Background: an optimization exercise with open tools, aiming at small area. Do not read the settings as production practice. At most, simulation tests tie the RTL to the original design; equivalence was not proved. No activity file was given, so power comes from the tool's default toggle rates.

==> job 7660: inputs <==
==> flow/design.v <==
module pong(clock, reset, h_sync, v_sync, DAC_clock, vga_R, vga_G, vga_B, left_key, right_key, blank_n, left_key1, right_key1);
input clock, reset;
output [7:0] vga_R, vga_G, vga_B;
output h_sync, v_sync, DAC_clock;
input left_key, right_key, left_key1, right_key1;
output blank_n;
reg q;                   
reg [9:0] xm, ym;        
reg kl, kr, ka, kb;      
reg kl1, kr1, ka1, kb1;  
reg [5:0] b, b1;         
reg [7:0] bx;            
reg [6:0] by;            
reg iny;
reg dirx, diry, colour;
reg xs;                  
reg pp;                  
reg cx1, cx2, cy1, cy2;  
wire lastx = (xm == 10'd793);
wire [5:0] bs = ym[8] ? b : b1;
wire [7:0] e = {1'b0, xm[9:3]} - {2'b0, bs};
wire rowp = (ym[8:4] == 5'd27) | (ym[8:4] == 5'd3);
wire paddle = rowp & ~e[7] & (e[6:0] <= 7'd14) & ((e[6:0] != 7'd0) | (xm[2:0] == 3'd7));
wire lr = (xm[9:3] == 7'd0) | (xm[9:3] == 7'd79);
wire tp = (ym[8:3] == 6'd0);
wire bt = (ym[8:3] == 6'd59);
wire border = lr | tp | bt;
wire xq = (xm[1:0] == 2'd2);
wire x0 = xq & (xm[9:2] == bx);
wire x8 = xs & xq & (xm[3:2] == bx[1:0] + 2'd2);
wire x16 = xs & xq & (xm[3:2] == bx[1:0]);
wire yq = (ym[1:0] == 2'd2);
wire y0 = yq & (ym[8:2] == by);
wire [2:0] by2 = by[2:0] + 3'd2;
wire [2:0] by4 = by[2:0] + 3'd4;
wire y8 = iny & yq & (ym[4:2] == by2);
wire r16 = iny & (ym[4:2] == by4);
wire y16 = r16 & yq;
wire y17 = r16 & (ym[1:0] == 2'd3);
wire up = q & (ka ^ kb) & kl & ~kr;
wire dn = q & (ka ^ kb) & ~kl & kr & (b != 6'd0);
wire [5:0] bt0 = {updn3(b[5:3], up & (b[2:0] != 3'd0) | dn & (b[2:0] != 3'd7), dn),
                  updn3(b[2:0], up | dn, up)};
wire up1 = q & (ka1 ^ kb1) & kl1 & ~kr1;
wire dn1 = q & (ka1 ^ kb1) & ~kl1 & kr1 & (b1 != 6'd24);
wire [5:0] bt1 = {updn3(b1[5:3], up1 & (b1[2:0] != 3'd0) | dn1 & (b1[2:0] != 3'd7), dn1),
                  updn3(b1[2:0], up1 | dn1, up1)};
function [2:0] updn3(input [2:0] v, input en, input d);
	updn3 = {en & (v[0] ^ d) & (v[1] ^ d), en & (v[0] ^ d), en};
endfunction
wire row480 = (ym == 10'd480);
wire sx = row480 & (xm[9:3] == 7'd0);
wire sy = row480 & (xm[9:3] == 7'd1) & (xm[2:0] != 3'd7);
wire fin = q & row480 & (xm == 10'd16);
wire htb = (by == 7'd1) | (by == 7'd114);
wire cin = (xm[2:0] == 3'd0) ? (xm[3] ? ~(cy1 & cy2) & ~htb : ~(cx1 & cx2)) : xs;
always @(posedge clock)
if (reset) begin
	q <= 1'b0;
	xm <= 10'd1023; ym <= 10'd0;
	kl <= 1'b0; kr <= 1'b0; ka <= 1'b0; kb <= 1'b0;
	kl1 <= 1'b0; kr1 <= 1'b0; ka1 <= 1'b0; kb1 <= 1'b0;
	b <= 6'd0; b1 <= 6'd0;
	bx <= 8'd12; by <= 7'd12;
	iny <= 1'b0;
	dirx <= 1'b0; diry <= 1'b0; colour <= 1'b0;
end else begin
	q <= ~q;
	xm <= (q & lastx) ? 10'd0 : xm + {9'd0, q};
	ym <= (q & lastx & (ym == 10'd525)) ? 10'd0 : ym + {9'd0, q & lastx};
	b <= b ^ bt0;
	b1 <= b1 ^ bt1;
	if (y0) iny <= 1'b1;
	else if (y17) iny <= 1'b0;
	if (q) begin
		kl <= left_key; kr <= right_key; ka <= kl ^ kr; kb <= ka;
		kl1 <= left_key1; kr1 <= right_key1; ka1 <= kl1 ^ kr1; kb1 <= ka1;
		if (sx) bx <= {bx[0] ^ cin, bx[7:1]};
		if (sy) by <= {by[0] ^ cin, by[6:1]};
	end
	if (fin) begin
		if (~(cx1 & cx2)) begin
			if (cx2) dirx <= 1'b1;
			else if (cx1) dirx <= 1'b0;
		end
		if (~(cy1 & cy2)) begin
			if (cy2) begin diry <= 1'b1; colour <= ~colour; end
			else if (cy1) begin diry <= 1'b0; colour <= ~colour; end
		end
	end
end
always @(posedge clock) begin
	if (q) begin
		pp <= paddle;
		if (sx) xs <= (bx[0] ^ dirx) & cin;
		else if (sy) xs <= (by[0] ^ diry) & cin;
		else if (x0) xs <= 1'b1;
		else if (x16) xs <= 1'b0;
	end
	cx1 <= ~tp & (cx1 | (border | pp) & x0 & y8);
	cx2 <= ~tp & (cx2 | (border | pp) & x16 & y8);
	cy1 <= ~tp & (cy1 | pp & x8 & y0);
	cy2 <= ~tp & (cy2 | pp & x8 & y16);
end
assign h_sync = ~((xm >= 10'd655) & (xm < 10'd747));
assign v_sync = ~((ym >= 10'd490) & (ym < 10'd492));
assign blank_n = (xm < 10'd640) & (ym < 10'd480);
assign DAC_clock = ~(q | (xm[9] & xm[8] & xm[7]));
wire ball = xs & iny & ~y16;
wire g = ball | (xm[1] ^ ym[1]);
reg r01, r26, r7, gg, b0, b1o, b26, b7;
always @* begin
	if (pp) begin
		r01 = 1; r26 = 0; r7 = 0; gg = 1; b0 = 1; b1o = 1; b26 = 1; b7 = 0;
	end else if (lr) begin
		r01 = 1; r26 = 1; r7 = 0; gg = 0; b0 = 1; b1o = 0; b26 = 0; b7 = 0;
	end else if (tp) begin
		r01 = 1; r26 = 1; r7 = 0; gg = 1; b0 = 0; b1o = 0; b26 = 0; b7 = 0;
	end else if (bt) begin
		r01 = 0; r26 = 0; r7 = 0; gg = 1; b0 = 1; b1o = 1; b26 = 1; b7 = 0;
	end else begin
		r01 = ball; r26 = ball; r7 = ball; gg = g; b0 = g; b1o = g;
		b26 = g & ~colour; b7 = g & ~colour;
	end
end
assign vga_R = {r7, {5{r26}}, {2{r01}}};
assign vga_G = {8{gg}};
assign vga_B = {b7, {5{b26}}, b1o, b0};
endmodule
==> flow/flow/run.sh <==
#!/bin/bash
# Layout flow: the standard synthesis, then the combinational logic of
# its netlist mapped again for area (ABC's amap), keeping every register
# cell and name as the standard synthesis made it; then the standard ORFS
# layout, with ports buffered by the smallest buffer and a clock tree of
# clkbuf_4 cells without dummy loads.
set -euo pipefail
WORK=$PWD
FLOW_DIR=$WORK/flow
R=$WORK/orfs/results/sky130hd/pong/base
LIB=$FLOW_HOME/platforms/sky130hd/lib/sky130_fd_sc_hd__tt_025C_1v80.lib
YOSYS=yosys
if [[ -x $FLOW_HOME/../tools/install/yosys/bin/yosys ]]; then
  YOSYS=$FLOW_HOME/../tools/install/yosys/bin/yosys
fi

# 1. standard synthesis
bash standard.sh synth > log_1_synth.txt 2>&1

# 2. remap the combinational logic
cp $R/1_2_yosys.v $WORK/std_1_2_yosys.v
DONT_USE=$(sed -n '/^export DONT_USE_CELLS/,/^$/p' $FLOW_HOME/platforms/sky130hd/config.mk \
  | grep -o 'sky130_fd_sc_hd__[A-Za-z0-9_]*' | sed 's/^/-dont_use /' | tr '\n' ' ')
cat > $WORK/remap1.ys <<EOY
read_liberty -ignore_miss_func $LIB
blackbox =sky130_fd_sc_hd__*df* =sky130_fd_sc_hd__*dl*
read_verilog $WORK/std_1_2_yosys.v
hierarchy -top pong
flatten
opt_clean -purge
techmap
opt -fast -purge
select pong
write_verilog -noattr -selected $WORK/gates.v
EOY
cat > $WORK/remap2.ys <<EOY
read_liberty -lib $LIB
read_verilog $WORK/gates.v
hierarchy -top pong
techmap
opt -fast
abc -script $FLOW_DIR/area.abc -liberty $LIB $DONT_USE
opt_clean -purge
splitnets
opt_clean -purge
hilomap -singleton -hicell sky130_fd_sc_hd__conb_1 HI -locell sky130_fd_sc_hd__conb_1 LO
insbuf -buf sky130_fd_sc_hd__buf_4 A X
opt_clean -purge
check -assert -mapped
tee -o $WORK/remap_stat.txt stat -liberty $LIB
write_verilog -noattr -nohex -nodec $WORK/remap_1_2_yosys.v
EOY
$YOSYS -s $WORK/remap1.ys > log_2_remap1.txt 2>&1
$YOSYS -s $WORK/remap2.ys > log_2_remap2.txt 2>&1
cp $WORK/remap_1_2_yosys.v $R/1_2_yosys.v
rm -f $R/1_synth.odb $R/1_synth.sdc

# 3. the rest of the standard layout
bash standard.sh \
  "BUFFER_PORTS_ARGS=-buffer_cell sky130_fd_sc_hd__buf_1" \
  "CTS_ARGS=-sink_clustering_enable -repair_clock_nets -buf_list sky130_fd_sc_hd__clkbuf_4 -dont_use_dummy_load" \
  finish > log_3_layout.txt 2>&1
==> flow/flow/area.abc <==
strash
ifraig
scorr
dc2
dch
amap
topo
==> flow/standard.sh <==
#!/bin/bash
# synth_recipe.tcl (not shown) runs the flow's synth.tcl, then flattens the netlist and writes it again
# the make line also repeats each setting of config.mk as NAME=value (left out here)
make -C /OpenROAD-flow-scripts/flow DESIGN_CONFIG=/design/flow/config.mk WORK_HOME=/design/flow/orfs CLKGATE_MAP_FILE= SYNTH_SCRIPT=/design/flow/synth_recipe.tcl "${@:-finish}"
==> flow/config.mk <==
export PLATFORM = sky130hd
export DESIGN_NAME = pong
export DESIGN_NICKNAME = pong
export VERILOG_FILES = /design/flow/design.v
export SDC_FILE = /design/flow/constraint.sdc
export NUM_CORES = 4
export LEC_CHECK = 0
export CAP_MARGIN = 20
export CORE_MARGIN = 2
export CORE_UTILIZATION = 40
export PLACE_DENSITY = 0.6
export SLEW_MARGIN = 20
==> flow/constraint.sdc <==
create_clock -name core_clock -period 20.0 [get_ports {clock}]
set_input_delay 4.0000 -clock core_clock [delete_from_list [all_inputs] [get_ports {clock}]]
set_output_delay 4.0000 -clock core_clock [all_outputs]
set_load 0.01 [all_outputs]
==> job 8817 (differences from job 7660) <==
==> flow/design.v, changed modules only <==
module pong(clock, reset, h_sync, v_sync, DAC_clock, vga_R, vga_G, vga_B, left_key, right_key, blank_n, left_key1, right_key1);
input clock, reset;
output [7:0] vga_R, vga_G, vga_B;
output h_sync, v_sync, DAC_clock;
input left_key, right_key, left_key1, right_key1;
output blank_n;
reg q;                   
reg [9:0] xm, ym;        
reg kl, kr, ka, kb;      
reg kl1, kr1, ka1, kb1;  
reg [5:0] b, b1;         
reg [7:0] bx;            
reg [6:0] by;            
reg xs, iny;
reg cx1, cx2, cy1, cy2, ctb;
reg dirx, diry, colour;
reg pp;                  
wire lastx = (xm == 10'd793);
wire [5:0] bs = ym[8] ? b : b1;
wire [7:0] e = {1'b0, xm[9:3]} - {2'b0, bs};
wire rowp = (ym[8:4] == 5'd27) | (ym[8:4] == 5'd3);
wire paddle = rowp & ~e[7] & (e[6:0] <= 7'd14) & ((e[6:0] != 7'd0) | (xm[2:0] == 3'd7));
wire lr = (xm[9:3] == 7'd0) | (xm[9:3] == 7'd79);
wire tp = (ym[8:3] == 6'd0);
wire bt = (ym[8:3] == 6'd59);
wire border = lr | tp | bt;
wire xq = (xm[1:0] == 2'd2);
wire x0 = xq & (xm[9:2] == bx);
wire x8 = xs & xq & (xm[3:2] == bx[1:0] + 2'd2);
wire x16 = xs & xq & (xm[3:2] == bx[1:0]);
wire yq = (ym[1:0] == 2'd2);
wire y0 = yq & (ym[8:2] == by);
wire [2:0] by2 = by[2:0] + 3'd2;
wire [2:0] by4 = by[2:0] + 3'd4;
wire y8 = iny & yq & (ym[4:2] == by2);
wire r16 = iny & (ym[4:2] == by4);
wire y16 = r16 & yq;
wire y17 = r16 & (ym[1:0] == 2'd3);
wire rc = (ym == 10'd500) & (xm == 10'd0);
always @(posedge clock)
if (reset) begin
	q <= 1'b0;
	xm <= 10'd1023; ym <= 10'd0;
	kl <= 1'b0; kr <= 1'b0; ka <= 1'b0; kb <= 1'b0;
	kl1 <= 1'b0; kr1 <= 1'b0; ka1 <= 1'b0; kb1 <= 1'b0;
	b <= 6'd0; b1 <= 6'd0;
	bx <= 8'd12; by <= 7'd12;
	xs <= 1'b0; iny <= 1'b0;
	cx1 <= 1'b0; cx2 <= 1'b0; cy1 <= 1'b0; cy2 <= 1'b0; ctb <= 1'b0;
	dirx <= 1'b0; diry <= 1'b0; colour <= 1'b0;
	pp <= 1'b0;
end else begin
	q <= ~q;
	if (q) begin
		xm <= lastx ? 10'd0 : xm + 10'd1;
		if (lastx) ym <= (ym == 10'd525) ? 10'd0 : ym + 10'd1;
		kl <= left_key; kr <= right_key; ka <= kl ^ kr; kb <= ka;
		kl1 <= left_key1; kr1 <= right_key1; ka1 <= kl1 ^ kr1; kb1 <= ka1;
		if (ka ^ kb) begin
			if (kl & ~kr) b <= b + 6'd7;
			else if (~kl & kr & (b != 6'd0)) b <= b - 6'd7;
		end
		if (ka1 ^ kb1) begin
			if (kl1 & ~kr1) b1 <= b1 + 6'd7;
			else if (~kl1 & kr1 & (b1 != 6'd24)) b1 <= b1 - 6'd7;
		end
		if (x0) xs <= 1'b1;
		else if (x16) xs <= 1'b0;
		if (y0) iny <= 1'b1;
		else if (y17) iny <= 1'b0;
		if (rc) begin
			cx1 <= 1'b0; cx2 <= 1'b0; cy1 <= 1'b0; cy2 <= 1'b0; ctb <= 1'b0;
			if (~(cx1 & cx2)) begin
				bx <= dirx ? bx - 8'd1 : bx + 8'd1;
				if (cx2) dirx <= 1'b1;
				else if (cx1) dirx <= 1'b0;
			end
			if (~(cy1 & cy2) & ~ctb) begin
				by <= diry ? by - 7'd1 : by + 7'd1;
				if (cy2) begin diry <= 1'b1; colour <= ~colour; end
				else if (cy1) begin diry <= 1'b0; colour <= ~colour; end
			end
		end else begin
			if ((border | pp) & x0 & y8) cx1 <= 1'b1;
			if ((border | pp) & x16 & y8) cx2 <= 1'b1;
			if (pp & x8 & y0) cy1 <= 1'b1;
			if (pp & x8 & y16) cy2 <= 1'b1;
			if (border & x8 & (y0 | y16)) ctb <= 1'b1;
		end
		pp <= paddle;
	end
end
assign h_sync = ~((xm >= 10'd655) & (xm < 10'd747));
assign v_sync = ~((ym >= 10'd490) & (ym < 10'd492));
assign blank_n = (xm < 10'd640) & (ym < 10'd480);
assign DAC_clock = ~(q | (xm[9] & xm[8] & xm[7]));
wire ball = xs & iny & ~y16;
wire g = ball | (xm[1] ^ ym[1]);
reg r01, r26, r7, gg, b0, b1o, b26, b7;
always @* begin
	if (pp) begin
		r01 = 1; r26 = 0; r7 = 0; gg = 1; b0 = 1; b1o = 1; b26 = 1; b7 = 0;
	end else if (lr) begin
		r01 = 1; r26 = 1; r7 = 0; gg = 0; b0 = 1; b1o = 0; b26 = 0; b7 = 0;
	end else if (tp) begin
		r01 = 1; r26 = 1; r7 = 0; gg = 1; b0 = 0; b1o = 0; b26 = 0; b7 = 0;
	end else if (bt) begin
		r01 = 0; r26 = 0; r7 = 0; gg = 1; b0 = 1; b1o = 1; b26 = 1; b7 = 0;
	end else begin
		r01 = ball; r26 = ball; r7 = ball; gg = g; b0 = g; b1o = g;
		b26 = g & ~colour; b7 = g & ~colour;
	end
end
assign vga_R = {r7, {5{r26}}, {2{r01}}};
assign vga_G = {8{gg}};
assign vga_B = {b7, {5{b26}}, b1o, b0};
endmodule
==> flow/run.sh (new file) <==
#!/bin/bash
# synth_recipe.tcl (not shown) runs the flow's synth.tcl, then flattens the netlist and writes it again
# the make line also repeats each setting of config.mk as NAME=value (left out here)
make -C /OpenROAD-flow-scripts/flow DESIGN_CONFIG=/design/flow/config.mk WORK_HOME=/design/flow/orfs CLKGATE_MAP_FILE= SYNTH_SCRIPT=/design/flow/synth_recipe.tcl finish
removed: flow/flow/run.sh
removed: flow/flow/area.abc
removed: flow/standard.sh
==> results.txt <==
Job 8817 completed with no timing, DRC or antenna violations. Job 7660 finished with timing, DRC and antenna clean.
Count of clock-buffer cells in the layout: job 8817 is higher than job 7660 (4).
In job 7660 the combinational power is lower than in job 8817, by about 26%.
Global-route usage: job 8817 is lower than job 7660 (0.32 points).
In clock power, job 8817 is at 2.9 times the value of job 7660.
Against job 8817, the routed wire length of job 7660 is smaller by about 24%.
Against job 7660, the register-to-register slack of job 8817 is better by 1.5 ns.
Maximum frequency: job 8817 is smaller than job 7660 (2.8%).
Against job 8817, the sequential share of layout area of job 7660 is higher by 12 points.
First-iteration DRC count: job 8817 is higher than job 7660 (72%).
Of job 7660 and job 8817, job 8817 has the higher synthesized area (gap about 30%, measured against job 8817).
==> figures <==
metric                                                                     job 8817                 job 7660
Outcome                                                     complete, no violations  complete, no violations
Cell area after synthesis                                                 5064 um^2                3592 um^2
Static Leakage                                                             2.048 nW                 1.179 nW
Worst max-slew margin expressed relative to the limit                        41.20%                   40.72%
Final area over synthesized area                                            1.1203x                  1.0428x
Most common cell after layout, fill and taps aside         sky130_fd_sc_hd__dfxtp_1  sky130_fd_sc_hd__nor2_1
Number of standard-cell rows in the floorplan                                    41                       34
Clock transition at the registers of the reported paths                     0.06 ns                  0.11 ns
Area after detailed placement                                             5325 um^2                3679 um^2
Layout Nets                                                                     651                      521
Portion of the layout cell area used by non-clock buffers                    5.999%                   3.507%
Area of all placed cells without fillers                                  5673 um^2                3746 um^2
Taps Inserted                                                                   172                      108
Flop+latch power                                                           0.147 mW                 0.142 mW
Internal power                                                            0.2800 mW                0.1677 mW
Net switching share of the total power                                       25.17%                   29.13%
Area of the core                                                        12,470 um^2                8721 um^2
Number of nets produced by synthesis                                            653                      500
Peak per-stage delay on the critical path                                   0.74 ns                  0.48 ns
Worst hold path endpoint                                           cx1$_SDFFE_PP0P_         kl1$_SDFFE_PP0P_
Pre-CTS setup slack                                                        13.28 ns                 13.60 ns
GRT Resource Usage Total                                                     18.60%                   18.92%
No functional check of the RTL was part of job 8817.

## afterwards: timing with drivers on the ports
In the flow no input, the clock included, has a driving cell. The finished layouts below were timed again as built, in two steps.
Step 1 assumes that a clkbuf_16 drives the clock port and a buf_2 every other input.
Step 2 times the ports against the registers' clock, not the clock port: input delays grow and output delays shrink by t, the midpoint of the rising clock arrivals with the driver on.
Slacks: ideal ports / drivers / drivers and shift; pairs: ideal ports / drivers.
run	t (ns)	setup WS [ns]	worst slew at a driven data input, ns	pins driven straight from the clock port
job 7660	0.411	13.110 / 13.083 / 13.494	0.03	1
job 8817	0.377	12.908 / 12.870 / 13.247	0.03	1
After both steps setup and hold are still met in every run listed.
